From an optimization exercise on the open Yosys and OpenROAD flow, aimed at small area; shortcuts taken in it are not production practice. In this exercise RTL edits were held to simulation tests only and were not proved equivalent to the original. The clock cells of runs 3 and 4 come from the design's own scripts or RTL, not from TritonCTS. The clock input has no modelled driver; a real chip could not lean on it and would need a root buffer or a full tree. No activity file was given, so power comes from the tool's default toggle rates.

==> design/flow/design.v <==
module clock_div(
	input clk,
	input rst,
	output [9:0] cd,
	output scan);
reg [4:0] cq;
wire [4:0] cn;
assign cn[0] = ~cq[4];
assign cn[1] = ~cq[0];
assign cn[2] = ~cq[1];
assign cn[3] = ~cq[2];
assign cn[4] = ~cq[3];
assign cd[0] = (~cq[4] & ~cq[0]);
assign cd[1] = (cq[1] & cq[0]);
assign cd[2] = (~cq[2] & ~cq[1]);
assign cd[3] = (cq[3] & cq[2]);
assign cd[4] = (~cq[4] & ~cq[3]);
assign cd[5] = (cq[4] & cq[0]);
assign cd[6] = (~cq[1] & ~cq[0]);
assign cd[7] = (cq[2] & cq[1]);
assign cd[8] = (~cq[3] & ~cq[2]);
assign cd[9] = (cq[4] & cq[3]);
assign scan = cd[4];
always @(posedge clk)
	if (rst)
		cq <= 5'b01010;
	else
		cq <= cn;
endmodule
module seg7_counter(
	input [3:0] d,
	input en,
	input clr,
	output [3:0] q,
	output nine);
wire [3:0] f;
assign f[0] = ~((~en & ~d[0]) | (en & ~d[3] & ~d[2] & ~d[1]) | (en & d[2] & d[1] & d[0]) | (d[3] & ~d[1] & ~d[0]));
assign f[1] = (~en & d[1]) | (en & d[3] & ~d[2]) | (d[1] & ~d[0]);
assign f[2] = (~en & d[2]) | (en & ~d[2] & ~d[1]) | (~d[3] & d[2]);
assign f[3] = (~en & d[3]) | (en & d[2] & d[0]) | (d[3] & ~d[1] & ~d[0]);
assign nine = (d[3] & d[2] & ~d[1] & ~d[0]);
assign q = clr ? 4'b1111 : f;
endmodule
module seg7_decode(
	input [3:0] d,
	output [6:0] seg);
assign seg[0] = ~((~d[3] & ~d[2]) | (d[3] & ~d[1]) | (d[2] & d[0]));
assign seg[1] = (d[3] & ~d[2] & d[1]) | (d[2] & ~d[1] & d[0]);
assign seg[2] = (~d[2] & d[1]);
assign seg[3] = (~d[3] & ~d[0]) | (d[3] & ~d[2] & d[0]) | (d[1] & ~d[0]);
assign seg[4] = (~d[3] & ~d[1]) | (d[3] & ~d[2] & d[0]) | (d[2] & ~d[0]);
assign seg[5] = (~d[2] & d[0]) | (d[1] & ~d[0]);
assign seg[6] = ~(~d[3] | (d[2] & ~d[1]));
endmodule
module top(
	input clk,
	input rst,
	output [5:0] seg_sel,
	output [7:0] seg_data
	);
wire scan;
wire [9:0] cd;
clock_div div (.clk(clk), .rst(rst), .cd(cd), .scan(scan));
reg [2:0] idx;
wire [6:0] ion;
assign ion[0] = (~idx[2] & idx[1] & idx[0]);
assign ion[1] = (~idx[2] & idx[1] & ~idx[0]);
assign ion[2] = (~idx[2] & ~idx[1] & idx[0]);
assign ion[3] = (idx[2] & ~idx[0]);
assign ion[4] = (idx[2] & idx[1] & idx[0]);
assign ion[5] = (idx[2] & ~idx[1]);
assign ion[6] = (~idx[1] & ~idx[0]);
wire blank = ion[6];
wire start = (ion[0] & cd[6]) | (ion[1] & cd[4]) | (ion[4] & cd[8]);
wire last = (ion[0] & cd[1]) | (ion[2] & cd[9]) | (ion[5] & cd[3]);
reg [3:0] r0, r1, r2, r3, r4, r5;
reg carry;
wire clr = rst | blank;
wire en = start | carry;
wire [3:0] head;
wire nine;
seg7_counter hd (.d(r5), .en(en), .clr(clr), .q(head), .nine(nine));
always @(posedge clk) begin
	r0 <= head;
	r1 <= r0;
	r2 <= r1;
	r3 <= r2;
	r4 <= r3;
	r5 <= r4;
	carry <= en & nine & ~clr & ~last;
end
reg [3:0] dsel;
always @(*)
	case (idx)
		3'b011: dsel = r3;
		3'b010: dsel = r2;
		3'b001: dsel = r1;
		3'b110: dsel = r0;
		3'b111: dsel = r5;
		3'b101: dsel = r4;
		default: dsel = r4;
	endcase
reg [3:0] hold;
always @(posedge clk)
	if (rst) begin
		idx <= 3'b000;
		hold <= 4'b1101;
	end else if (scan) begin
		idx <= {(~idx[2] & ~idx[1] & idx[0]) | (idx[2] & idx[1]), (~idx[2] & idx[0]) | (idx[2] & ~idx[0]) | ~idx[1], idx[2] | ~idx[0]};
		hold <= dsel ^ 4'b0110;
	end
assign seg_sel[0] = ~ion[0];
assign seg_sel[1] = ~ion[1];
assign seg_sel[2] = ~ion[2];
assign seg_sel[3] = ~ion[3];
assign seg_sel[4] = ~ion[4];
assign seg_sel[5] = ~ion[5];
seg7_decode dec (.d(hold ^ 4'b0110), .seg(seg_data[6:0]));
assign seg_data[7] = seg_sel[0];
endmodule
==> design/flow/flow/run.sh <==
#!/bin/bash
# Own layout flow: the standard synthesis, then an area-oriented re-mapping of
# the combinational logic (several ABC scripts, on the standard netlist and on
# a flat synthesis of the RTL; the smallest whose flip-flops pair one-to-one
# with the standard synthesis's, by name and cell, is kept, under the standard
# names), then the standard ORFS layout with buf_1 port buffers and a small
# clock tree. Each tool's output goes to a log file of its own here.
set -euo pipefail
W=$PWD
F=$W/flow
R=$W/orfs/results/$FLOW_PLATFORM/top/base
LIB=$FLOW_HOME/platforms/$FLOW_PLATFORM/lib/sky130_fd_sc_hd__tt_025C_1v80.lib
DU="$(cat $F/dont_use.txt)"

# 1. standard synthesis, unchanged
bash standard.sh synth > $W/synth_std.log 2>&1
cp $R/1_2_yosys.v $W/std_synth.v

# 2. candidates
mkdir -p $W/cand
best=""; best_area=""
for kind in remap own; do
  for abc in map dc2 deep1 deep2; do
    name=${kind}_${abc}
    if [[ $kind == remap ]]; then in=$W/std_synth.v; else in=$W/design.v; fi
    sed -e "s|@LIB@|$LIB|g" -e "s|@IN@|$in|" -e "s|@OUT@|$W/cand/$name.raw.v|g" \
        -e "s|@ABC@|$F/$abc.abc|" -e "s|@DONTUSE@|$DU|g" $F/$kind.ys > $W/cand/$name.ys
    if ! timeout 300 yosys -s $W/cand/$name.ys > $W/cand/$name.log 2>&1; then continue; fi
    if ! python3 $F/pick.py $W/std_synth.v $W/cand/$name.raw.v $W/cand/$name.v >> $W/cand/$name.log 2>&1; then continue; fi
    area=$(grep "Chip area for module '.top'" $W/cand/$name.raw.v.stat | tail -1 | awk '{print $NF}')
    echo "$name $area" >> $W/cand/areas.txt
    if [[ -z $best_area ]] || awk "BEGIN{exit !($area < $best_area)}"; then best=$name; best_area=$area; fi
  done
done
echo "chosen $best $best_area" >> $W/cand/areas.txt
if [[ -n $best ]]; then
  cp $W/cand/$best.v $R/1_2_yosys.v
  rm -f $R/1_synth.odb $R/1_synth.sdc
  bash standard.sh synth > $W/synth_odb.log 2>&1
fi

# 3. the standard layout, with buf_1 port buffers and a small clock tree
export BUFFER_PORTS_ARGS="-buffer_cell sky130_fd_sc_hd__buf_1"
export CTS_ARGS="-sink_clustering_enable -repair_clock_nets -dont_use_dummy_load -sink_clustering_size 13 -buf_list {sky130_fd_sc_hd__clkbuf_4}"
bash standard.sh finish > $W/layout.log 2>&1
==> design/flow/flow/dc2.abc <==
strash
dc2
dc2
dch
map -a
topo
==> design/flow/flow/deep1.abc <==
strash
&get -n
&deepsyn -T 20 -S 1
&put
dch
map -a
topo
==> design/flow/flow/deep2.abc <==
strash
&get -n
&deepsyn -T 20 -S 2
&put
dch
map -a
topo
==> design/flow/flow/dont_use.txt <==
-dont_use sky130_fd_sc_hd__probe_p_8 -dont_use sky130_fd_sc_hd__probec_p_8 -dont_use sky130_fd_sc_hd__lpflow_bleeder_1 -dont_use sky130_fd_sc_hd__lpflow_clkbufkapwr_1 -dont_use sky130_fd_sc_hd__lpflow_clkbufkapwr_16 -dont_use sky130_fd_sc_hd__lpflow_clkbufkapwr_2 -dont_use sky130_fd_sc_hd__lpflow_clkbufkapwr_4 -dont_use sky130_fd_sc_hd__lpflow_clkbufkapwr_8 -dont_use sky130_fd_sc_hd__lpflow_clkinvkapwr_1 -dont_use sky130_fd_sc_hd__lpflow_clkinvkapwr_16 -dont_use sky130_fd_sc_hd__lpflow_clkinvkapwr_2 -dont_use sky130_fd_sc_hd__lpflow_clkinvkapwr_4 -dont_use sky130_fd_sc_hd__lpflow_clkinvkapwr_8 -dont_use sky130_fd_sc_hd__lpflow_decapkapwr_12 -dont_use sky130_fd_sc_hd__lpflow_decapkapwr_3 -dont_use sky130_fd_sc_hd__lpflow_decapkapwr_4 -dont_use sky130_fd_sc_hd__lpflow_decapkapwr_6 -dont_use sky130_fd_sc_hd__lpflow_decapkapwr_8 -dont_use sky130_fd_sc_hd__lpflow_inputiso0n_1 -dont_use sky130_fd_sc_hd__lpflow_inputiso0p_1 -dont_use sky130_fd_sc_hd__lpflow_inputiso1n_1 -dont_use sky130_fd_sc_hd__lpflow_inputiso1p_1 -dont_use sky130_fd_sc_hd__lpflow_inputisolatch_1 -dont_use sky130_fd_sc_hd__lpflow_isobufsrc_1 -dont_use sky130_fd_sc_hd__lpflow_isobufsrc_16 -dont_use sky130_fd_sc_hd__lpflow_isobufsrc_2 -dont_use sky130_fd_sc_hd__lpflow_isobufsrc_4 -dont_use sky130_fd_sc_hd__lpflow_isobufsrc_8 -dont_use sky130_fd_sc_hd__lpflow_isobufsrckapwr_16 -dont_use sky130_fd_sc_hd__lpflow_lsbuf_lh_hl_isowell_tap_1 -dont_use sky130_fd_sc_hd__lpflow_lsbuf_lh_hl_isowell_tap_2 -dont_use sky130_fd_sc_hd__lpflow_lsbuf_lh_hl_isowell_tap_4 -dont_use sky130_fd_sc_hd__lpflow_lsbuf_lh_isowell_4 -dont_use sky130_fd_sc_hd__lpflow_lsbuf_lh_isowell_tap_1 -dont_use sky130_fd_sc_hd__lpflow_lsbuf_lh_isowell_tap_2 -dont_use sky130_fd_sc_hd__lpflow_lsbuf_lh_isowell_tap_4 
==> design/flow/flow/map.abc <==
strash
dch
map -a
topo
==> design/flow/flow/own.ys <==
read_verilog -sv @IN@
synth -nofsm -noshare -flatten -top top
rename -wire
rename -hide w:*$func$*
opt -purge
dfflibmap -liberty @LIB@ @DONTUSE@
opt
abc -script @ABC@ -liberty @LIB@ @DONTUSE@
splitnets
opt_clean -purge
hilomap -singleton -hicell sky130_fd_sc_hd__conb_1 HI -locell sky130_fd_sc_hd__conb_1 LO
insbuf -buf sky130_fd_sc_hd__buf_4 A X
tee -o @OUT@.stat stat -liberty @LIB@
write_verilog -noattr -nohex -nodec @OUT@
==> design/flow/flow/pick.py <==
#!/usr/bin/env python3
"""Renames the flip-flop instances of a candidate netlist to the standard
synthesis's names (paired by the register name, the instance name up to its
first '$') and checks that both have the same
flip-flops in the same cells. usage: pick.py STD.v CAND.v OUT.v
Exits 1 (writing nothing) when the flip-flops cannot be paired."""
import re, sys

INST = re.compile(r'^\s*(sky130_fd_sc_hd__\w+)\s+(\\\S+|\w+)\s*\((.*?)\);', re.S | re.M)
PIN = re.compile(r'\.(\w+)\(\s*(.*?)\s*\)\s*(?:,|$)', re.S)

def flops(text):
    out = {}
    for m in INST.finditer(text):
        cell, name, body = m.group(1), m.group(2), m.group(3)
        if not cell.startswith('sky130_fd_sc_hd__df'):
            continue
        key = name.lstrip('\\').split('$')[0]
        if key in out:
            sys.exit(1)
        out[key] = (cell, name, m.start(2), m.end(2))
    return out

std = open(sys.argv[1]).read()
cand = open(sys.argv[2]).read()
fs, fc = flops(std), flops(cand)
if set(fs) != set(fc) or any(fs[q][0] != fc[q][0] for q in fs):
    sys.stderr.write("flip-flops differ: %s\n" % sorted(set(fs) ^ set(fc)))
    sys.exit(1)
names = [v[1] for v in fs.values()]
if len(set(names)) != len(names):
    sys.exit(1)
# rename, from the end so offsets stay valid
for q, (cell, name, a, b) in sorted(fc.items(), key=lambda kv: -kv[1][2]):
    new = fs[q][1]
    cand = cand[:a] + new + (' ' if new.startswith('\\') else '') + cand[b:]
open(sys.argv[3], 'w').write(cand)
==> design/flow/flow/remap.ys <==
read_liberty -overwrite -ignore_miss_func -setattr liberty_cell @LIB@
read_verilog @IN@
hierarchy -top top
setattr -mod -set keep_hierarchy 1 sky130_fd_sc_hd__df*
flatten
opt_clean
abc -script @ABC@ -liberty @LIB@ @DONTUSE@
splitnets
opt_clean -purge
hilomap -singleton -hicell sky130_fd_sc_hd__conb_1 HI -locell sky130_fd_sc_hd__conb_1 LO
insbuf -buf sky130_fd_sc_hd__buf_4 A X
tee -o @OUT@.stat stat -liberty @LIB@
select top
write_verilog -noattr -nohex -nodec -selected @OUT@
==> design/flow/standard.sh <==
#!/bin/bash
# synth_recipe.tcl (not shown) runs the flow's synth.tcl, then flattens the netlist and writes it again
# the make line also repeats each setting of config.mk as NAME=value (left out here)
make -C /OpenROAD-flow-scripts/flow DESIGN_CONFIG=/design/flow/config.mk WORK_HOME=/design/flow/orfs CLKGATE_MAP_FILE= SYNTH_SCRIPT=/design/flow/synth_recipe.tcl "${@:-finish}"
==> design/flow/config.mk <==
export PLATFORM = sky130hd
export DESIGN_NAME = top
export DESIGN_NICKNAME = top
export VERILOG_FILES = /design/flow/design.v
export SDC_FILE = /design/flow/constraint.sdc
export NUM_CORES = 4
export LEC_CHECK = 0
export CAP_MARGIN = 20
export CORE_MARGIN = 2
export CORE_UTILIZATION = 40
export SLEW_MARGIN = 20
==> design/flow/constraint.sdc <==
create_clock -name core_clock -period 10.0 [get_ports {clk}]
set_input_delay 2.0000 -clock core_clock [delete_from_list [all_inputs] [get_ports {clk}]]
set_output_delay 2.0000 -clock core_clock [all_outputs]
set_load 0.01 [all_outputs]
==> flow_metrics.py, run 1 <==
metrics = {
    "grt": {
        "grt_antenna_before_repair": 0,
        "grt_remaining_overflow": 0,
        "grt_max_degree": 11,
        "grtUsageTotal": 0.1722,
        "first_pass_grt_wire_length_mm": 4.340,
        "first_global_vias": 935,
    },
    "min_path": {
        "hold_depth": 0,
        "hold_critical_path_endpoint": "r1[3]$_DFF_P_",
        "worstHoldPathType": "flip-flop to flip-flop",
        "worstHoldStart": "r0[3]$_SDFF_PP1_",
    },
    "finish": {
        "most_common_cell_after_layout_fill_and_taps_aside": "sky130_fd_sc_hd__dfxtp_1",
        "n_antenna_cell": 0,
        "layout.cells.most_common_list": "37 x sky130_fd_sc_hd__dfxtp_1, 17 x sky130_fd_sc_hd__clkinv_1, 16 x sky130_fd_sc_hd__nor2_1",
        "area_delta_synth_final_pct": 10.22,
        "post_route_cells_drive_above_1_share": 0.03871,
        "nets": 159,
    },
    "sta": {
        "worst_slew_pin_slew_ns": 0.6666,
        "tns_ns": 0,
        "setup_viol": 0,
        "timing.fmax_mhz": 254.9,
        "final_period_minus_worst_setup_slack_ns": 3.924,
        "worst_clock_skew_ns": 0.01689,
        "slew_headroom": 0.5522,
        "worst_hold_margin_ns": 0.3390,
        "report.final.hold_viol_count": 0,
        "unrepaired_setup_endpoints_after_global_routing": "no",
        "period_share": 0.3924,
        "timing.final.max_slew_violations": 0,
    },
    "critical_path": {
        "timing.critical_path.cells": "clkinv_1 -> nor2_1 -> clkinv_1 -> nor2_1 -> clkinv_1 -> buf_1",
        "r2r_end": "r0[0]$_SDFF_PP1_",
        "worst-r2r-setup-slack_ns": 7.62,
        "crit_path_frequent_cell": "sky130_fd_sc_hd__clkinv_1",
        "max_stage_delay_ns": 0.41,
        "r2r.worst_path.cells": 11,
        "crit_required_ns": 8.00,
        "critPathArrivalTime_ns": 1.92,
        "timing.rr.start": "idx[0]$_SDFFE_PP0P_",
        "critical-path-slowest-cell": "sky130_fd_sc_hd__nor2_1",
        "setup.worst_path.end_class": "output port",
        "path_class": "flip-flop to output port",
        "timing.critical_path.from_type": "flip-flop",
        "crit_path_max_fanout": 6,
    },
    "floorplan": {
        "fp-row-count": 20,
        "core_area_mm2": 0.003003,
        "die_width_um": 59.87,
        "die_ar_mm2": 0.003584,
        "initial_core_util": 0.4158,
        "chipHeight_um": 59.87,
        "top_level_ports": 16,
    },
    "flow_run": {
        "cap_viol_max_count": 0,
    },
    "power": {
        "vdd_ir_drop_max_mv": 0.07880,
        "power_leakage_nw": 0.4950,
        "pwr_density_cell_mw_per_mm2": 166.6,
    },
    "logic_synthesis": {
        "syn_area_mm2": 0.001249,
        "synthesis.instances": 136,
        "post_synth.cell_area_avg_um2": 9.182,
        "yosys_warnings": 2,
        "synth_fp_nets": 138,
    },
    "place": {
        "numPortBuffers": 15,
        "hpwlAfterDp_mm": 1.990,
        "gp_congestion": 0.7870,
    },
    "detailed_routing": {
        "detailroute.via_count": 1027,
        "finalWirelength_mm": 2.656,
        "detailedRoute.firstIterationViolations": 43,
        "drc_errors": 0,
        "routedWlPerCell_um": 14.13,
        "met3RoutedLength_um": 126,
        "drt-met1-wl_mm": 1.240,
        "top_signal_layer_used": "met4",
        "drt_first_pass_iters": 4,
        "drt.antenna.violating_nets": 0,
        "viasPerCell": 5.463,
        "wl_met2_mm": 1.221,
    },
    "clock_tree": {
        "clkTransAtPathRegs_ns": 0.10,
        "clock_tree_from_tritoncts": "built",
        "postCtsHoldBufs": 0,
        "worstSkewPairLatency_ns": 0.34,
        "htree_num_levels": 2,
        "tritoncts_num_sinks": 37,
        "cts_inserted_buffers": 5,
        "post_cts_repair_timing_setup_buffer_count": 0,
        "post_cts_resized": 0,
        "cts-root-to-sink-buffers": 2,
        "root_buffer": "sky130_fd_sc_hd__clkbuf_4",
    },
    "run_status": {
        "result_of_the_run": "timing/DRC/antenna clean",
    },
}
worst max-delay path, delay by kind of cell, from the launching register on:
kind / cells / cell delay, ns
buf+inv: 4 / 0.64
simple gates: 2 / 0.56
flops: 1 / 0.39
state kept, by name (all words and copies together), names as in the netlist:
signal	count
div.cq	5
hold	4
r0	4
r1	4
r2	4
r3	4
r4	4
r5	4
idx	3
carry	1
layer usage:
metal	track usage	vias up
met2	0.2531	23
li1	-	523
met3	0.04545	7
met5	0	-
met1	0.2198	474
met4	0.1143	0
power breakdown:
part	switching, W	internal (W)
Sequential	0.00000216	0.000149
Clock	0.0000419	0.0000235
Combinational	0.00000839	0.00000431
worst max-delay path by stage:
stage | start | to | cells after the start
after floorplan | idx[0]$_SDFFE_PP0P_ | seg_sel[0] | 6
after global placement | idx[0]$_SDFFE_PP0P_ | seg_data[7] | 6
after detailed placement | idx[0]$_SDFFE_PP0P_ | seg_data[7] | 6
after CTS | idx[0]$_SDFFE_PP0P_ | seg_data[7] | 6
after global routing | idx[0]$_SDFFE_PP0P_ | seg_sel[0] | 6
final | idx[0]$_SDFFE_PP0P_ | seg_data[7] | 6
layout make-up:
type                    count  area, um2
well taps                  33      41.29
fillers                   321       1627
flip-flops and latches     37      740.7
multi-input cells          81      436.7
inverters                  17      63.81
clock buffers               5      37.54
repair buffers             15      56.30
per-stage QoR:
stage / util / instances / total power, W / setup slack [ns] / cell area [um2]
detailed placement: 0.4458 / 183 / 0.0001673 / 6.463 / 1339
finish: 0.4583 / 188 / 0.0002293 / 6.076 / 1376
global placement: 0.4458 / 183 / 0.0001669 / 6.541 / 1339
floorplan: - / 136 / 0.0001625 / 6.688 / 1249
global route: 0.4583 / 188 / 0.0002411 / 5.894 / 1376
CTS: 0.4583 / 188 / 0.0002320 / 6.086 / 1376
==> inputs of run 2 (changes only) <==
--- a/design/flow/flow/run.sh
+++ b/design/flow/flow/run.sh
@@ -43,3 +43,3 @@
 export BUFFER_PORTS_ARGS="-buffer_cell sky130_fd_sc_hd__buf_1"
-export CTS_ARGS="-sink_clustering_enable -repair_clock_nets -dont_use_dummy_load -sink_clustering_size 13 -buf_list {sky130_fd_sc_hd__clkbuf_4}"
+export CTS_ARGS="-sink_clustering_enable -repair_clock_nets -dont_use_dummy_load -buf_list {sky130_fd_sc_hd__clkbuf_2 sky130_fd_sc_hd__clkbuf_4}"
 bash standard.sh finish > $W/layout.log 2>&1
==> flow_metrics.py, run 2 <==
metrics = {
    "clock_tree": {
        "clock_tree_from_tritoncts": "built",
        "root_buffer": "sky130_fd_sc_hd__clkbuf_4",
        "post_cts_resized": 0,
        "clkTransAtPathRegs_ns": 0.10,
        "cts_inserted_buffers": 5,
        "worstSkewPairLatency_ns": 0.34,
        "tritoncts_num_sinks": 37,
        "htree_num_levels": 2,
        "cts-root-to-sink-buffers": 2,
        "postCtsHoldBufs": 0,
        "post_cts_repair_timing_setup_buffer_count": 0,
    },
    "critical_path": {
        "timing.critical_path.from_type": "flip-flop",
        "critPathArrivalTime_ns": 1.92,
        "worstSetupStartpoint": "idx[0]$_SDFFE_PP0P_",
        "crit_path_frequent_cell": "sky130_fd_sc_hd__clkinv_1",
        "critical-path-slowest-cell": "sky130_fd_sc_hd__nor2_1",
        "max_stage_delay_ns": 0.41,
        "timing.rr.start": "idx[0]$_SDFFE_PP0P_",
        "setup.worst_path.end_class": "output port",
        "crit_required_ns": 8.00,
        "timing.critical_path.cells": "clkinv_1 -> nor2_1 -> clkinv_1 -> nor2_1 -> clkinv_1 -> buf_1",
        "path_class": "flip-flop to output port",
        "crit_path_max_fanout": 6,
    },
    "sta": {
        "final_period_minus_worst_setup_slack_ns": 3.924,
        "timing.final.max_slew_violations": 0,
        "tns_ns": 0,
        "report.final.hold_viol_count": 0,
        "setup_viol": 0,
        "worst_clock_skew_ns": 0.01689,
        "slew_headroom": 0.5522,
        "unrepaired_setup_endpoints_after_global_routing": "no",
        "worst_hold_margin_ns": 0.3390,
        "worst_slew_pin_slew_ns": 0.6666,
        "period_share": 0.3924,
        "timing.fmax_mhz": 254.9,
    },
    "finish": {
        "nets": 159,
        "register_area_um2": 740.7,
        "n_antenna_cell": 0,
        "layout.cells.most_common_list": "37 x sky130_fd_sc_hd__dfxtp_1, 17 x sky130_fd_sc_hd__clkinv_1, 16 x sky130_fd_sc_hd__nor2_1",
        "largest_register_ff_count": 5,
        "fillerInstances": 321,
        "post_route_cells_drive_above_1_share": 0.03871,
        "registers.top_by_ff_count": "div.cq",
        "area_delta_synth_final_pct": 10.22,
        "most_common_cell_after_layout_fill_and_taps_aside": "sky130_fd_sc_hd__dfxtp_1",
        "multi_input_comb_area_um2": 436.7,
        "postLayoutCoreUtil": 0.4583,
    },
    "detailed_routing": {
        "drc_errors": 0,
        "drt.antenna.violating_nets": 0,
        "viasPerCell": 5.463,
        "finalWirelength_mm": 2.656,
        "drt_first_pass_iters": 4,
        "routedWlPerCell_um": 14.13,
        "detailroute.via_count": 1027,
        "detailedRoute.firstIterationViolations": 43,
    },
    "run_status": {
        "result_of_the_run": "timing/DRC/antenna clean",
    },
    "grt": {
        "first_pass_grt_wire_length_mm": 4.340,
        "grtUsageTotal": 0.1722,
        "grt_remaining_overflow": 0,
        "first_global_vias": 935,
        "grt_antenna_before_repair": 0,
        "grt_max_degree": 11,
    },
    "floorplan": {
        "chipHeight_um": 59.87,
        "core_area_mm2": 0.003003,
        "fp-row-count": 20,
        "initial_core_util": 0.4158,
        "die_width_um": 59.87,
        "top_level_ports": 16,
        "die_ar_mm2": 0.003584,
    },
    "power": {
        "power_leakage_nw": 0.4950,
        "pwr_density_cell_mw_per_mm2": 166.6,
        "vdd_ir_drop_max_mv": 0.07880,
    },
    "place": {
        "numPortBuffers": 15,
        "gp_congestion": 0.7870,
        "hpwlAfterDp_mm": 1.990,
    },
    "logic_synthesis": {
        "synth_fp_nets": 138,
        "yosys_warnings": 2,
        "syn_area_mm2": 0.001249,
        "synthesis.instances": 136,
        "post_synth.cell_area_avg_um2": 9.182,
    },
    "min_path": {
        "worstHoldStart": "r0[3]$_SDFF_PP1_",
        "worstHoldPathType": "flip-flop to flip-flop",
    },
    "flow_run": {
        "cap_viol_max_count": 0,
    },
}
==> run 2: cell type report <==
type	instances	area share
inverters	17	0.04636
flip-flops and latches	37	0.5382
multi-input cells	81	0.3173
clock buffers	5	0.02727
repair buffers	15	0.04091
well taps	33	0.03000
==> run 2: per-layer routing <==
layer / vias up / wire length [um] / GRT usage
met5: - / 0 / 0
met4: 0 / 66 / 0.1143
met3: 7 / 126 / 0.04545
met2: 23 / 1221 / 0.2531
met1: 474 / 1240 / 0.2198
li1: 523 / - / -
==> run 2: worst paths after layout <==
| path | to | slack (ns) | cells after the start |
|---|---|---|---|
| max | seg_data[7] | 6.08 | 6 |
| min reg2reg | r1[3]$_DFF_P_ | 0.34 | 0 |
| max reg2reg | r0[0]$_SDFF_PP1_ | 7.62 | 11 |
| min | r1[3]$_DFF_P_ | 0.34 | 0 |
==> run 2: power breakdown <==
| group | leakage, nW | total, W | switching, W | internal (W) |
|---|---|---|---|---|
| registers | 0.301 | 0.000151 | 0.00000216 | 0.000149 |
| logic | 0.171 | 0.0000127 | 0.00000839 | 0.00000431 |
| clock network | 0.0230 | 0.0000653 | 0.0000419 | 0.0000235 |
| total | 0.495 | 0.000229 | 0.0000524 | 0.000177 |
==> run 2: worst max-delay path: cells and delay by family, from the launching register on <==
kind	cells	cell delay, ns
simple gates	2	0.56
buf+inv	4	0.64
flops	1	0.39
==> run 2: through the flow <==
stage               instance area, um2  total power [W]  std cells  worst slack [ns]
global route                      1376        0.0002411        188             5.894
global placement                  1339        0.0001669        183             6.541
CTS                               1376        0.0002320        188             6.086
detailed placement                1339        0.0001673        183             6.463
finish                            1376        0.0002293        188             6.076
floorplan                         1249        0.0001625        136             6.688
==> inputs of run 3 (changes only) <==
--- a/design/flow/flow/run.sh
+++ b/design/flow/flow/run.sh
@@ -5,4 +5,4 @@
 # with the standard synthesis's, by name and cell, is kept, under the standard
-# names), then the standard ORFS layout with buf_1 port buffers and a small
-# clock tree. Each tool's output goes to a log file of its own here.
+# names), then the standard ORFS layout with buf_1 port buffers and, after its CTS,
+# a clock tree of two clkbuf_8 fed from the clock port (flow/clock_tree.tcl). Each tool's output goes to a log file of its own here.
 set -euo pipefail
@@ -44,2 +44,3 @@
 export CTS_ARGS="-sink_clustering_enable -repair_clock_nets -dont_use_dummy_load -buf_list {sky130_fd_sc_hd__clkbuf_2 sky130_fd_sc_hd__clkbuf_4}"
+export POST_CTS_TCL=$F/clock_tree.tcl
 bash standard.sh finish > $W/layout.log 2>&1
==> design/flow/flow/clock_tree.tcl (new file) <==
# Sourced by ORFS after its CTS (POST_CTS_TCL): replaces the clock tree it
# built by two clkbuf_8 fed straight from the clock port, each driving half
# of the registers (clusters by location), then legalises placement.
# Replace the clock tree by K buffers of type MASTER driven straight from the
# clock port, each driving a cluster of the registers (k-means on location).
proc rebuild_clock_tree {K MASTER} {
  set block [ord::get_db_block]
  set clknet [$block findNet clk]
  # collect sinks through existing clock buffers, and delete those buffers
  set sinks {}
  set todo [list $clknet]
  set bufs {}
  while {[llength $todo]} {
    set net [lindex $todo 0]; set todo [lrange $todo 1 end]
    foreach it [$net getITerms] {
      set inst [$it getInst]
      if {[$it isOutputSignal]} continue
      set m [[$inst getMaster] getName]
      if {[string match "sky130_fd_sc_hd__clkbuf*" $m] || [string match "sky130_fd_sc_hd__clkinv*" $m]} {
        lappend bufs $inst
        lappend todo [[$inst findITerm X] getNet]
      } else {
        lappend sinks $it
      }
    }
  }
  foreach it $sinks { $it disconnect }
  foreach inst $bufs {
    set n [[$inst findITerm X] getNet]
    odb::dbInst_destroy $inst
    if {$n != "NULL" && $n ne $clknet} { odb::dbNet_destroy $n }
  }
  # sink locations
  set pts {}
  foreach it $sinks {
    set b [[$it getInst] getBBox]
    lappend pts [list [expr {([$b xMin]+[$b xMax])/2}] [expr {([$b yMin]+[$b yMax])/2}]]
  }
  set n [llength $pts]
  # k-means init: sort by x, take evenly spaced
  set sorted [lsort -integer -index 0 $pts]
  set cents {}
  for {set k 0} {$k < $K} {incr k} { lappend cents [lindex $sorted [expr {int(($k+0.5)*$n/$K)}]] }
  for {set iter 0} {$iter < 30} {incr iter} {
    set asg {}
    foreach p $pts {
      set best 0; set bd 1e18
      for {set k 0} {$k < $K} {incr k} {
        set c [lindex $cents $k]
        set d [expr {abs([lindex $p 0]-[lindex $c 0]) + abs([lindex $p 1]-[lindex $c 1])}]
        if {$d < $bd} { set bd $d; set best $k }
      }
      lappend asg $best
    }
    set nc {}
    for {set k 0} {$k < $K} {incr k} {
      set sx 0; set sy 0; set m 0
      foreach p $pts a $asg { if {$a == $k} { incr sx [lindex $p 0]; incr sy [lindex $p 1]; incr m } }
      if {$m == 0} { lappend nc [lindex $cents $k] } else { lappend nc [list [expr {$sx/$m}] [expr {$sy/$m}]] }
    }
    set cents $nc
  }
  set master [[ord::get_db] findMaster $MASTER]
  for {set k 0} {$k < $K} {incr k} {
    set inst [odb::dbInst_create $block $master clkbuf_leaf_$k]
    set net [odb::dbNet_create $block clk_leaf_$k]
    $net setSigType CLOCK
    [$inst findITerm A] connect $clknet
    [$inst findITerm X] connect $net
    set c [lindex $cents $k]
    $inst setLocation [lindex $c 0] [lindex $c 1]
    $inst setPlacementStatus PLACED
    foreach it $sinks a $asg { if {$a == $k} { $it connect $net } }
  }
}

rebuild_clock_tree 2 sky130_fd_sc_hd__clkbuf_8
detailed_placement
estimate_parasitics -placement
report_clock_skew
report_worst_slack -min
report_worst_slack -max
--- a/design/flow/flow/own.ys
+++ b/design/flow/flow/own.ys
@@ -11,3 +11,3 @@
 hilomap -singleton -hicell sky130_fd_sc_hd__conb_1 HI -locell sky130_fd_sc_hd__conb_1 LO
-insbuf -buf sky130_fd_sc_hd__buf_4 A X
+insbuf -buf sky130_fd_sc_hd__buf_1 A X
 tee -o @OUT@.stat stat -liberty @LIB@
--- a/design/flow/flow/remap.ys
+++ b/design/flow/flow/remap.ys
@@ -10,3 +10,3 @@
 hilomap -singleton -hicell sky130_fd_sc_hd__conb_1 HI -locell sky130_fd_sc_hd__conb_1 LO
-insbuf -buf sky130_fd_sc_hd__buf_4 A X
+insbuf -buf sky130_fd_sc_hd__buf_1 A X
 tee -o @OUT@.stat stat -liberty @LIB@
==> flow_metrics.py, run 3 <==
metrics = {
    "run_status": {
        "result_of_the_run": "timing/DRC/antenna clean",
    },
    "floorplan": {
        "fp-row-count": 20,
        "die_ar_mm2": 0.003575,
        "initial_core_util": 0.4146,
        "top_level_ports": 16,
        "core_area_mm2": 0.003003,
        "die_width_um": 59.79,
        "chipHeight_um": 59.79,
    },
    "logic_synthesis": {
        "syn_area_mm2": 0.001245,
        "synth_fp_nets": 138,
        "post_synth.cell_area_avg_um2": 9.154,
        "yosys_warnings": 2,
        "synthesis.instances": 136,
    },
    "detailed_routing": {
        "viasPerCell": 5.541,
        "drt_first_pass_iters": 4,
        "routedWlPerCell_um": 14.09,
        "drt.antenna.violating_nets": 0,
        "detailroute.via_count": 1025,
        "finalWirelength_mm": 2.607,
        "drc_errors": 0,
        "detailedRoute.firstIterationViolations": 63,
    },
    "power": {
        "power_leakage_nw": 0.4863,
        "internal-power_w": 0.0001720,
        "power.switching_fraction": 0.2074,
        "combinationalPowerShare": 0.059,
        "netSwitchingPower_w": 0.00004502,
        "power_frac_clock": 0.244,
        "pwr_density_cell_mw_per_mm2": 158.9,
        "vdd_ir_drop_max_mv": 0.1082,
        "p_total_w": 0.0002171,
        "seq_power_share": 0.697,
    },
    "critical_path": {
        "critical-path-slowest-cell": "sky130_fd_sc_hd__nor3_1",
        "timing.critical_path.from_type": "flip-flop",
        "crit_path_max_fanout": 9,
        "setup.worst_path.end_class": "output port",
        "path_class": "flip-flop to output port",
        "timing.critical_path.cells": "clkinv_1 -> nor3_1 -> clkinv_1 -> buf_1",
        "max_stage_delay_ns": 0.61,
        "critPathArrivalTime_ns": 1.79,
        "crit_required_ns": 8.00,
        "crit_path_frequent_cell": "sky130_fd_sc_hd__clkinv_1",
    },
    "place": {
        "numPortBuffers": 15,
        "gp_congestion": 0.7940,
        "hpwlAfterDp_mm": 1.986,
    },
    "finish": {
        "register_area_um2": 740.7,
        "nets": 156,
        "registers.top_by_ff_count": "div.cq",
        "multi_input_comb_area_um2": 436.7,
        "fillerInstances": 315,
        "layout.cells.most_common_list": "37 x sky130_fd_sc_hd__dfxtp_1, 17 x sky130_fd_sc_hd__clkinv_1, 16 x sky130_fd_sc_hd__nor2_1",
        "largest_register_ff_count": 5,
        "n_antenna_cell": 0,
        "area_delta_synth_final_pct": 9.749,
        "post_route_cells_drive_above_1_share": 0.01974,
        "most_common_cell_after_layout_fill_and_taps_aside": "sky130_fd_sc_hd__dfxtp_1",
    },
    "sta": {
        "period_share": 0.3790,
        "slew_headroom": 0.5187,
        "timing.final.max_slew_violations": 0,
        "final_period_minus_worst_setup_slack_ns": 3.790,
        "timing.fmax_mhz": 263.8,
        "tns_ns": 0,
        "setup_viol": 0,
        "worst_slew_pin_slew_ns": 0.7164,
        "report.final.hold_viol_count": 0,
        "unrepaired_setup_endpoints_after_global_routing": "no",
        "worst_clock_skew_ns": 0.01429,
    },
    "grt": {
        "grt_max_degree": 23,
        "grt_remaining_overflow": 0,
        "first_global_vias": 963,
        "grtUsageTotal": 0.1627,
        "first_pass_grt_wire_length_mm": 4.333,
        "grt_antenna_before_repair": 0,
    },
    "min_path": {
        "worstHoldPathType": "flip-flop to flip-flop",
    },
    "flow_run": {
        "cap_viol_max_count": 0,
    },
    "clock_tree": {
        "tritoncts_num_sinks": 37,
        "clkTransAtPathRegs_ns": 0.11,
        "worstSkewPairLatency_ns": 0.17,
    },
}
-- run 3: worst paths after layout --
kind,endpoint,slack (ns),start,depth (start not counted)
worst max-delay path,seg_sel[1],6.21,idx[1]$_SDFFE_PP0P_,4
worst min-delay path,r5[1]$_DFF_P_,0.36,r4[1]$_DFF_P_,0
worst max register to register,r0[0]$_SDFF_PP1_,7.66,idx[0]$_SDFFE_PP0P_,11
worst min register to register,r5[1]$_DFF_P_,0.36,r4[1]$_DFF_P_,0
-- run 3: cell type report --
class / count / share of cell area
Timing Repair Buffer: 15 / 0.04121
Tap cell: 33 / 0.03022
Buffer: 2 / 0.02015
Sequential cell: 37 / 0.5421
Inverter: 17 / 0.04670
Multi-Input combinational cell: 81 / 0.3196
-- run 3: critical path, delay by kind of cell, from the launching register on --
| kind | cells | cell delay [ns] |
|---|---|---|
| buf+inv | 3 | 0.61 |
| flops | 1 | 0.41 |
| simple gates | 1 | 0.61 |
-- run 3: per-stage QoR --
| stage | instances | area [um2] | util | hold slack (ns) | setup WS [ns] |
|---|---|---|---|---|---|
| 2_1_floorplan | 136 | 1245 | - | 0.3308 | 6.711 |
| 3_3_place_gp | 183 | 1339 | 0.4458 | 0.3391 | 6.547 |
| 3_5_place_dp | 183 | 1339 | 0.4458 | 0.3393 | 6.426 |
| 5_1_grt | 185 | 1366 | 0.4550 | 0.3481 | 6.066 |
| 6_report | 185 | 1366 | 0.4550 | 0.3575 | 6.210 |
-- run 3: routing by layer --
metal,part of all wire,track usage,routed length (um)
met5,0,0,0
met4,0.010,0.04444,26
met3,0.052,0.04113,136
met2,0.47,0.2686,1223
met1,0.47,0.2105,1220
-- run 3: power by group through the flow --
stage / Clock (W) / Sequential (W) / Combinational, W
finish: 0.0000531 / 0.000151 / 0.0000127
global route: 0.0000617 / 0.000152 / 0.0000144
detailed placement: 0 / 0.000155 / 0.0000128
global placement: 0 / 0.000154 / 0.0000124
floorplan: 0 / 0.000154 / 0.00000853
==> inputs of run 4 (changes only) <==
--- a/design/flow/design.v
+++ b/design/flow/design.v
@@ -36,6 +36,6 @@
 wire [3:0] f;
-assign f[0] = ~((~en & ~d[0]) | (en & ~d[3] & ~d[2] & ~d[1]) | (en & d[2] & d[1] & d[0]) | (d[3] & ~d[1] & ~d[0]));
-assign f[1] = (~en & d[1]) | (en & d[3] & ~d[2]) | (d[1] & ~d[0]);
-assign f[2] = (~en & d[2]) | (en & ~d[2] & ~d[1]) | (~d[3] & d[2]);
-assign f[3] = (~en & d[3]) | (en & d[2] & d[0]) | (d[3] & ~d[1] & ~d[0]);
+assign f[0] = (~en & d[0]) | (en & d[1] & ~d[0]) | (~d[1] & d[0]);
+assign f[1] = ~((~en & ~d[1]) | (en & ~d[3] & d[1]) | (en & d[2] & d[0]) | (d[3] & d[2] & ~d[1]));
+assign f[2] = ~((~en & ~d[2]) | (en & d[3] & d[2]));
+assign f[3] = (~en & d[3]) | (en & d[2] & d[0]) | (~d[2] & ~d[0]);
 assign nine = (d[3] & d[2] & ~d[1] & ~d[0]);
@@ -46,9 +46,9 @@
 	output [6:0] seg);
-assign seg[0] = ~((~d[3] & ~d[2]) | (d[3] & ~d[1]) | (d[2] & d[0]));
+assign seg[0] = (d[3] & ~d[2] & d[1]) | (d[1] & ~d[0]);
 assign seg[1] = (d[3] & ~d[2] & d[1]) | (d[2] & ~d[1] & d[0]);
 assign seg[2] = (~d[2] & d[1]);
-assign seg[3] = (~d[3] & ~d[0]) | (d[3] & ~d[2] & d[0]) | (d[1] & ~d[0]);
-assign seg[4] = (~d[3] & ~d[1]) | (d[3] & ~d[2] & d[0]) | (d[2] & ~d[0]);
-assign seg[5] = (~d[2] & d[0]) | (d[1] & ~d[0]);
-assign seg[6] = ~(~d[3] | (d[2] & ~d[1]));
+assign seg[3] = (d[3] & ~d[2] & d[0]) | (d[1] & ~d[0]);
+assign seg[4] = (~d[3] & d[2] & ~d[1]) | (d[3] & ~d[2] & d[0]) | (d[2] & ~d[0]);
+assign seg[5] = (~d[3] & d[2] & ~d[1] & ~d[0]) | (d[3] & d[1] & ~d[0]) | (~d[2] & d[0]);
+assign seg[6] = (d[3] & d[1]) | (~d[2] & ~d[1]);
 endmodule
@@ -65,5 +65,5 @@
 wire [6:0] ion;
-assign ion[0] = (~idx[2] & idx[1] & idx[0]);
+assign ion[0] = (~idx[2] & ~idx[1] & idx[0]);
 assign ion[1] = (~idx[2] & idx[1] & ~idx[0]);
-assign ion[2] = (~idx[2] & ~idx[1] & idx[0]);
+assign ion[2] = (~idx[2] & idx[1] & idx[0]);
 assign ion[3] = (idx[2] & ~idx[0]);
@@ -74,5 +74,5 @@
 wire start = (ion[0] & cd[6]) | (ion[1] & cd[4]) | (ion[4] & cd[8]);
-wire last = (ion[0] & cd[1]) | (ion[2] & cd[9]) | (ion[5] & cd[3]);
+wire first = (ion[0] & cd[2]) | (ion[2] & cd[0]) | (ion[4] & cd[4]);
 reg [3:0] r0, r1, r2, r3, r4, r5;
-reg carry;
+wire carry = ((~r0[3] & ~r0[2] & ~r0[1])) & ~first;
 wire clr = rst | blank;
@@ -89,3 +89,2 @@
 	r5 <= r4;
-	carry <= en & nine & ~clr & ~last;
 end
@@ -94,5 +93,5 @@
 	case (idx)
-		3'b011: dsel = r3;
+		3'b001: dsel = r3;
 		3'b010: dsel = r2;
-		3'b001: dsel = r1;
+		3'b011: dsel = r1;
 		3'b110: dsel = r0;
@@ -106,6 +105,6 @@
 		idx <= 3'b000;
-		hold <= 4'b1101;
+		hold <= 4'b1010;
 	end else if (scan) begin
-		idx <= {(~idx[2] & ~idx[1] & idx[0]) | (idx[2] & idx[1]), (~idx[2] & idx[0]) | (idx[2] & ~idx[0]) | ~idx[1], idx[2] | ~idx[0]};
-		hold <= dsel ^ 4'b0110;
+		idx <= {~((~idx[2] & ~idx[0]) | ~idx[1]), (~idx[2] & idx[0]) | (idx[1] & ~idx[0]), idx[2] | ~idx[0]};
+		hold <= dsel ^ 4'b0001;
 	end
@@ -117,3 +116,3 @@
 assign seg_sel[5] = ~ion[5];
-seg7_decode dec (.d(hold ^ 4'b0110), .seg(seg_data[6:0]));
+seg7_decode dec (.d(hold ^ 4'b0001), .seg(seg_data[6:0]));
 assign seg_data[7] = seg_sel[0];
--- a/design/flow/flow/run.sh
+++ b/design/flow/flow/run.sh
@@ -6,3 +6,4 @@
 # names), then the standard ORFS layout with buf_1 port buffers and, after its CTS,
-# a clock tree of two clkbuf_8 fed from the clock port (flow/clock_tree.tcl). Each tool's output goes to a log file of its own here.
+# a clock tree of two clkbuf_8 fed from the clock port (flow/clock_tree.tcl).
+# Each tool's output goes to a log file of its own here.
 set -euo pipefail
@@ -41,3 +42,3 @@
 
-# 3. the standard layout, with buf_1 port buffers and a small clock tree
+# 3. the standard layout, with buf_1 port buffers and the clock tree above
 export BUFFER_PORTS_ARGS="-buffer_cell sky130_fd_sc_hd__buf_1"
--- a/design/flow/config.mk
+++ b/design/flow/config.mk
@@ -8,4 +8,4 @@
 export CAP_MARGIN = 20
-export CORE_MARGIN = 2
-export CORE_UTILIZATION = 40
+export CORE_AREA = 3 3 63 63
+export DIE_AREA = 0 0 66 66
 export SLEW_MARGIN = 20
==> flow_metrics.py, run 4 <==
metrics = {
    "run_status": {
        "result_of_the_run": "timing/DRC/antenna clean",
    },
    "grt": {
        "grt_max_degree": 21,
        "grtUsageTotal": 0.1223,
        "first_global_vias": 899,
        "grt_antenna_before_repair": 0,
        "grt_remaining_overflow": 0,
        "first_pass_grt_wire_length_mm": 4.091,
    },
    "finish": {
        "postLayoutCoreUtil": 0.3965,
        "largest_register_ff_count": 5,
        "most_common_cell_after_layout_fill_and_taps_aside": "sky130_fd_sc_hd__dfxtp_1",
        "area_delta_synth_final_pct": 11.41,
        "post_route_cells_drive_above_1_share": 0.01333,
        "nets": 154,
        "registers.top_by_ff_count": "div.cq",
        "n_antenna_cell": 0,
        "design_area_mm2": 0.001344,
        "layout.cells.most_common_list": "36 x sky130_fd_sc_hd__dfxtp_1, 18 x sky130_fd_sc_hd__nand2_1, 15 x sky130_fd_sc_hd__clkinv_1, 15 x sky130_fd_sc_hd__nor2_1, 15 x sky130_fd_sc_hd__buf_1",
    },
    "logic_synthesis": {
        "syn_area_mm2": 0.001206,
        "synthesis.instances": 134,
        "synth_fp_nets": 136,
        "post_synth.cell_area_avg_um2": 9.001,
        "yosys_warnings": 2,
    },
    "critical_path": {
        "worst-r2r-setup-slack_ns": 7.66,
        "crit_path_max_fanout": 8,
        "crit_required_ns": 8.00,
        "r2r.worst_path.cells": 13,
        "r2r_end": "r0[1]$_SDFF_PP1_",
        "timing.rr.start": "idx[0]$_SDFFE_PP0P_",
        "critPathArrivalTime_ns": 1.71,
        "timing.critical_path.from_type": "flip-flop",
        "setup.worst_path.end_class": "output port",
        "path_class": "flip-flop to output port",
    },
    "flow_run": {
        "cap_viol_max_count": 0,
    },
    "clock_tree": {
        "tritoncts_num_sinks": 36,
        "worstSkewPairLatency_ns": 0.16,
        "clkTransAtPathRegs_ns": 0.11,
    },
    "place": {
        "hpwlAfterDp_mm": 1.919,
        "dpl_cell_area_mm2": 0.001316,
        "numPortBuffers": 15,
        "gp_congestion": 0.8105,
    },
    "min_path": {
        "hold_depth": 0,
        "worstHoldPathType": "flip-flop to flip-flop",
        "hold_critical_path_endpoint": "r2[2]$_DFF_P_",
        "worstHoldStart": "r1[2]$_DFF_P_",
    },
    "floorplan": {
        "fp-row-count": 21,
        "core_area_mm2": 0.003390,
        "die_ar_mm2": 0.004356,
        "die_width_um": 66,
        "initial_core_util": 0.3559,
        "top_level_ports": 16,
        "chipHeight_um": 66,
    },
    "detailed_routing": {
        "drc_errors": 0,
        "drt.antenna.violating_nets": 0,
        "viasPerCell": 5.133,
        "drt_first_pass_iters": 4,
        "finalWirelength_mm": 2.451,
        "detailroute.via_count": 1006,
        "detailedRoute.firstIterationViolations": 57,
        "routedWlPerCell_um": 12.51,
    },
    "sta": {
        "tns_ns": 0,
        "period_share": 0.3706,
        "unrepaired_setup_endpoints_after_global_routing": "no",
        "timing.final.max_slew_violations": 0,
        "timing.fmax_mhz": 269.8,
        "worst_clock_skew_ns": 0.01672,
        "report.final.hold_viol_count": 0,
        "worst_slew_pin_slew_ns": 0.7299,
        "setup_viol": 0,
        "slew_headroom": 0.5096,
        "final_period_minus_worst_setup_slack_ns": 3.706,
        "worst_hold_margin_ns": 0.3399,
    },
    "power": {
        "pwr_density_cell_mw_per_mm2": 154.8,
        "power_leakage_nw": 0.4803,
        "p_total_w": 0.0002080,
        "vdd_ir_drop_max_mv": 0.06984,
    },
}
==> run 4: area by class of cell <==
type / instances / area [um2]
buffer: 2 / 27.53
fill: 351 / 2046
inverter: 15 / 56.30
multi-input combinational: 82 / 425.4
sequential: 36 / 720.7
tap: 46 / 57.56
timing repair buffer: 15 / 56.30
==> run 4: where the power goes <==
group	total, W	switching, W	internal (W)
Combinational	0.0000102	0.00000696	0.00000325
Clock	0.0000514	0.0000328	0.0000186
Sequential	0.000146	0.00000155	0.000145
==> run 4: layer usage <==
metal  up-vias  track usage  share of wire
met5         -            0              0
met2        27       0.2028           0.48
li1        508            -              -
met1       469       0.1653           0.46
met3         2      0.03061          0.057
met4         0      0.01523         0.0041
==> run 4: how the worst max path moves through the flow <==
stage / from / to / slack [ns] / cells past startpoint
finish: idx[1]$_SDFFE_PP0P_ / seg_sel[4] / 6.29 / 4
global route: idx[1]$_SDFFE_PP0P_ / seg_sel[4] / 6.06 / 4
detailed placement: idx[1]$_SDFFE_PP0P_ / seg_sel[4] / 6.50 / 4
global placement: idx[1]$_SDFFE_PP0P_ / seg_sel[4] / 6.56 / 4
floorplan: idx[0]$_SDFFE_PP0P_ / seg_sel[0] / 6.77 / 6
==> run 4: critical path: stages, from the launching register on <==
cell and delay (ns):
sky130_fd_sc_hd__dfxtp_1 0.39, sky130_fd_sc_hd__clkinv_1 0.20, sky130_fd_sc_hd__nor3_1 0.64, sky130_fd_sc_hd__clkinv_1 0.15, sky130_fd_sc_hd__buf_1 0.16
==> run 4: metrics by stage <==
stage / instances / setup slack [ns]
2_1_floorplan: 134 / 6.773
5_1_grt: 196 / 6.060
6_report: 196 / 6.294
3_5_place_dp: 194 / 6.502
3_3_place_gp: 194 / 6.563
==> inputs of run 5 (changes only) <==
==> design/flow/run.sh (new file) <==
#!/bin/bash
# synth_recipe.tcl (not shown) runs the flow's synth.tcl, then flattens the netlist and writes it again
# the make line also repeats each setting of config.mk as NAME=value (left out here)
make -C /OpenROAD-flow-scripts/flow DESIGN_CONFIG=/design/flow/config.mk WORK_HOME=/design/flow/orfs CLKGATE_MAP_FILE= SYNTH_SCRIPT=/design/flow/synth_recipe.tcl finish
--- a/design/flow/config.mk
+++ b/design/flow/config.mk
@@ -8,4 +8,4 @@
 export CAP_MARGIN = 20
-export CORE_AREA = 3 3 63 63
-export DIE_AREA = 0 0 66 66
+export CORE_MARGIN = 2
+export CORE_UTILIZATION = 40
 export SLEW_MARGIN = 20
removed: design/flow/flow/run.sh
removed: design/flow/flow/clock_tree.tcl
removed: design/flow/flow/dc2.abc
removed: design/flow/flow/deep1.abc
removed: design/flow/flow/deep2.abc
removed: design/flow/flow/dont_use.txt
removed: design/flow/flow/map.abc
removed: design/flow/flow/own.ys
removed: design/flow/flow/pick.py
removed: design/flow/flow/remap.ys
removed: design/flow/standard.sh
==> flow_metrics.py, run 5 <==
metrics = {
    "run_status": {
        "result_of_the_run": "timing/DRC/antenna clean",
    },
    "finish": {
        "area_delta_synth_final_pct": 16.99,
        "largest_register_ff_count": 5,
        "post_route_cells_drive_above_1_share": 0.06548,
        "nets": 169,
        "n_antenna_cell": 0,
        "layout.cells.most_common_list": "36 x sky130_fd_sc_hd__dfxtp_1, 19 x sky130_fd_sc_hd__nor2_1, 15 x sky130_fd_sc_hd__clkdlybuf4s50_1",
        "registers.top_by_ff_count": "div.cq",
        "most_common_cell_after_layout_fill_and_taps_aside": "sky130_fd_sc_hd__dfxtp_1",
    },
    "floorplan": {
        "die_width_um": 63.61,
        "chipHeight_um": 63.61,
        "initial_core_util": 0.4226,
        "top_level_ports": 16,
        "core_area_mm2": 0.003363,
        "fp-row-count": 21,
        "die_ar_mm2": 0.004046,
    },
    "grt": {
        "grt_max_degree": 25,
        "first_pass_grt_wire_length_mm": 4.912,
        "grtUsageTotal": 0.1610,
        "first_global_vias": 1041,
        "grt_remaining_overflow": 0,
        "grt_antenna_before_repair": 0,
    },
    "sta": {
        "unrepaired_setup_endpoints_after_global_routing": "no",
        "timing.fmax_mhz": 235.9,
        "worst_clock_skew_ns": 0.006416,
        "final_period_minus_worst_setup_slack_ns": 4.239,
        "report.final.hold_viol_count": 0,
        "slew_headroom": 0.4381,
        "finalWorstSetupSlack_ns": 5.761,
        "setup_viol": 0,
        "tns_ns": 0,
        "timing.final.max_slew_violations": 0,
        "period_share": 0.4239,
        "worst_slew_pin_slew_ns": 0.8417,
    },
    "place": {
        "pre_cts_setup_slack_ns": 6.179,
        "numPortBuffers": 15,
        "hpwlAfterDp_mm": 1.974,
        "gp_congestion": 0.7716,
    },
    "logic_synthesis": {
        "synth.top_cells.by_area": "sky130_fd_sc_hd__dfxtp_1 51%, sky130_fd_sc_hd__nor2_1 5.0%, sky130_fd_sc_hd__mux2i_1 4.2%",
        "post_synth.cell_area_avg_um2": 9.111,
        "post_synth_xor_area_fraction": 0,
        "combinational_family_with_the_most_area_after_synthesis": "simple AND/OR/NAND/NOR gates",
        "synthArstFlopShare": 0,
        "synthSimpleGateAreaFrac": 0.2139,
        "ys_top_cells_by_count": "36 x sky130_fd_sc_hd__dfxtp_1, 19 x sky130_fd_sc_hd__nor2_1, 12 x sky130_fd_sc_hd__nand2_1",
        "yosys.cell_types.count": 39,
        "syn_area_mm2": 0.001421,
        "synth_top_cell_by_area": "sky130_fd_sc_hd__dfxtp_1",
        "postSynthRegisterBits": 36,
        "synth-adder-area-share": 0,
        "yosys_warnings": 2,
        "area_fraction_of_the_dominant_cell_type_after_synthesis": 0.5070,
        "seq_area_frac_synth": 0.5070,
        "synth_fp_nets": 158,
        "synth_top_flop_cell": "sky130_fd_sc_hd__dfxtp_1",
        "post_synth_edffs": 0,
        "post_synth_mux_area_share": 0.04225,
        "synth_compound_area_frac": 0.1910,
        "synthesis.instances": 156,
        "synth.most_common_cell": "sky130_fd_sc_hd__dfxtp_1",
    },
    "power": {
        "internal-power_w": 0.0002043,
        "pwr_density_cell_mw_per_mm2": 158.3,
        "seq_power_share": 0.562,
        "vdd_ir_drop_max_mv": 0.1163,
        "netSwitchingPower_w": 0.00005895,
        "combinationalPowerShare": 0.050,
        "power.switching_fraction": 0.2239,
        "power_leakage_nw": 0.6451,
        "power_frac_clock": 0.388,
    },
    "critical_path": {
        "critPathArrivalTime_ns": 2.24,
        "timing.critical_path.from_type": "flip-flop",
        "setup.worst_path.end_class": "output port",
        "crit_path_max_fanout": 24,
        "path_class": "flip-flop to output port",
        "r2r.worst_path.cells": 5,
        "crit_required_ns": 8.00,
    },
    "detailed_routing": {
        "drt.antenna.violating_nets": 0,
        "routedWlPerCell_um": 13.46,
        "drt_first_pass_iters": 4,
        "viasPerCell": 5.243,
        "detailroute.via_count": 1122,
        "finalWirelength_mm": 2.881,
        "detailedRoute.firstIterationViolations": 73,
        "drc_errors": 0,
    },
    "clock_tree": {
        "tritoncts_num_sinks": 36,
        "htree_num_levels": 2,
        "cts_inserted_buffers": 5,
        "clkTransAtPathRegs_ns": 0.11,
        "worstSkewPairLatency_ns": 0.34,
        "post_cts_repair_timing_setup_buffer_count": 0,
        "cts-root-to-sink-buffers": 2,
        "postCtsHoldBufs": 0,
        "clock_tree_from_tritoncts": "built",
        "root_buffer": "sky130_fd_sc_hd__clkbuf_4",
        "post_cts_resized": 0,
    },
    "min_path": {
        "worstHoldPathType": "flip-flop to flip-flop",
        "hold_depth": 0,
    },
    "flow_run": {
        "cap_viol_max_count": 0,
    },
}
## run 5: changes by cell type in the layout (fill, tap and decap cells not counted), moves of 6 or more
cell / change
sky130_fd_sc_hd__mux2i_1: +6
sky130_fd_sc_hd__a22oi_1: -6
sky130_fd_sc_hd__clkdlybuf4s50_1: +15
sky130_fd_sc_hd__nand2_1: -6
sky130_fd_sc_hd__clkinv_1: -15
sky130_fd_sc_hd__buf_1: -15
sky130_fd_sc_hd__nand2b_1: +7
## run 5: stage by stage
step | util | power (W) | hold slack [ns] | area, um2 | cells
2_1_floorplan | - | 0.0001579 | 0.3301 | 1421 | 156
3_3_place_gp | 0.4706 | 0.0001640 | 0.3384 | 1583 | 206
3_5_place_dp | 0.4706 | 0.0001643 | 0.3373 | 1583 | 206
4_1_cts | 0.4944 | 0.0002660 | 0.3557 | 1663 | 214
5_1_grt | 0.4944 | 0.0002756 | 0.3670 | 1663 | 214
6_report | 0.4944 | 0.0002632 | 0.3527 | 1663 | 214
## run 5: final cells by class
type	instances	area, um2
Clock buffer	5	37.54
Tap cell	46	57.56
Timing Repair Buffer	15	150.1
Sequential cell	36	720.7
Multi-Input combinational cell	104	635.6
Clock inverter	3	42.54
Inverter	5	18.77
Fill cell	331	1700
## run 5: kinds of logic after synthesis
logic type,count (synthesis)
AND/OR/NAND/NOR,61
flip-flops,36
buffers and inverters,16
multiplexers,6
AO/OA/AOI/OAI,37
## run 5: per-layer routing
metal  global-route usage  vias up  wire [um]
li1                     -      564          -
met1               0.2149      527       1334
met2               0.2368       25       1297
met3              0.05536        6        198
met4              0.06522        0         50
met5                    0        -          0
## run 5: path summary, 6_finish.rpt
| kind | start | endpoint | slack, ns |
|---|---|---|---|
| worst max-delay path | idx[0]$_SDFFE_PP0P_ | seg_data[7] | 5.76 |
| worst min-delay path | r1[2]$_DFF_P_ | r2[2]$_DFF_P_ | 0.35 |
| worst max register to register | idx[0]$_SDFFE_PP0P_ | r0[3]$_SDFF_PP1_ | 7.48 |
| worst min register to register | r1[2]$_DFF_P_ | r2[2]$_DFF_P_ | 0.35 |
## run 5: power by group through the flow
stage	Combinational (W)	Clock [W]	Sequential [W]
6_report	0.0000130	0.000102	0.000148
2_1_floorplan	0.00000859	0	0.000149
3_5_place_dp	0.0000131	0	0.000151
5_1_grt	0.0000142	0.000113	0.000149
4_1_cts	0.0000132	0.000105	0.000148
3_3_place_gp	0.0000130	0	0.000151
## run 5: worst max-delay path, stage by stage, from the launching register on
cell	delay, ns
sky130_fd_sc_hd__dfxtp_1	0.89
sky130_fd_sc_hd__or3b_4	0.50
sky130_fd_sc_hd__clkdlybuf4s50_1	0.50

separate check: timing with driven ports:
The flow's constraints put no driver on any port. The routed layouts listed below were extracted and timed again, unchanged, in two steps.
Step 1: set_driving_cell puts a clkbuf_16 on clk and a buf_2 on each other input, an assumption about the parent block.
Step 2 also shifts input and output timing later by t, the mid clock arrival at the registers, as if the neighbouring blocks saw the same clock.
a / b / c = ideal / step 1 / step 2; a / b = the first two.
run	t, ns	slack for setup (ns)	worst hold slack (ns)	latest minus earliest clock arrival (ns)
run 1	0.351	6.076 / 6.055 / 6.406	0.339 / 0.339 / 0.339	0.017 / 0.017
run 2	0.351	6.076 / 6.055 / 6.406	0.339 / 0.339 / 0.339	0.017 / 0.017
run 3	0.194	6.210 / 6.174 / 6.368	0.358 / 0.358 / 0.358	0.014 / 0.015
run 4	0.188	6.294 / 6.261 / 6.449	0.340 / 0.340 / 0.340	0.017 / 0.017
run 5	0.361	5.761 / 5.739 / 6.101	0.353 / 0.353 / 0.353	0.006 / 0.007
After both steps every run listed still meets setup and hold.
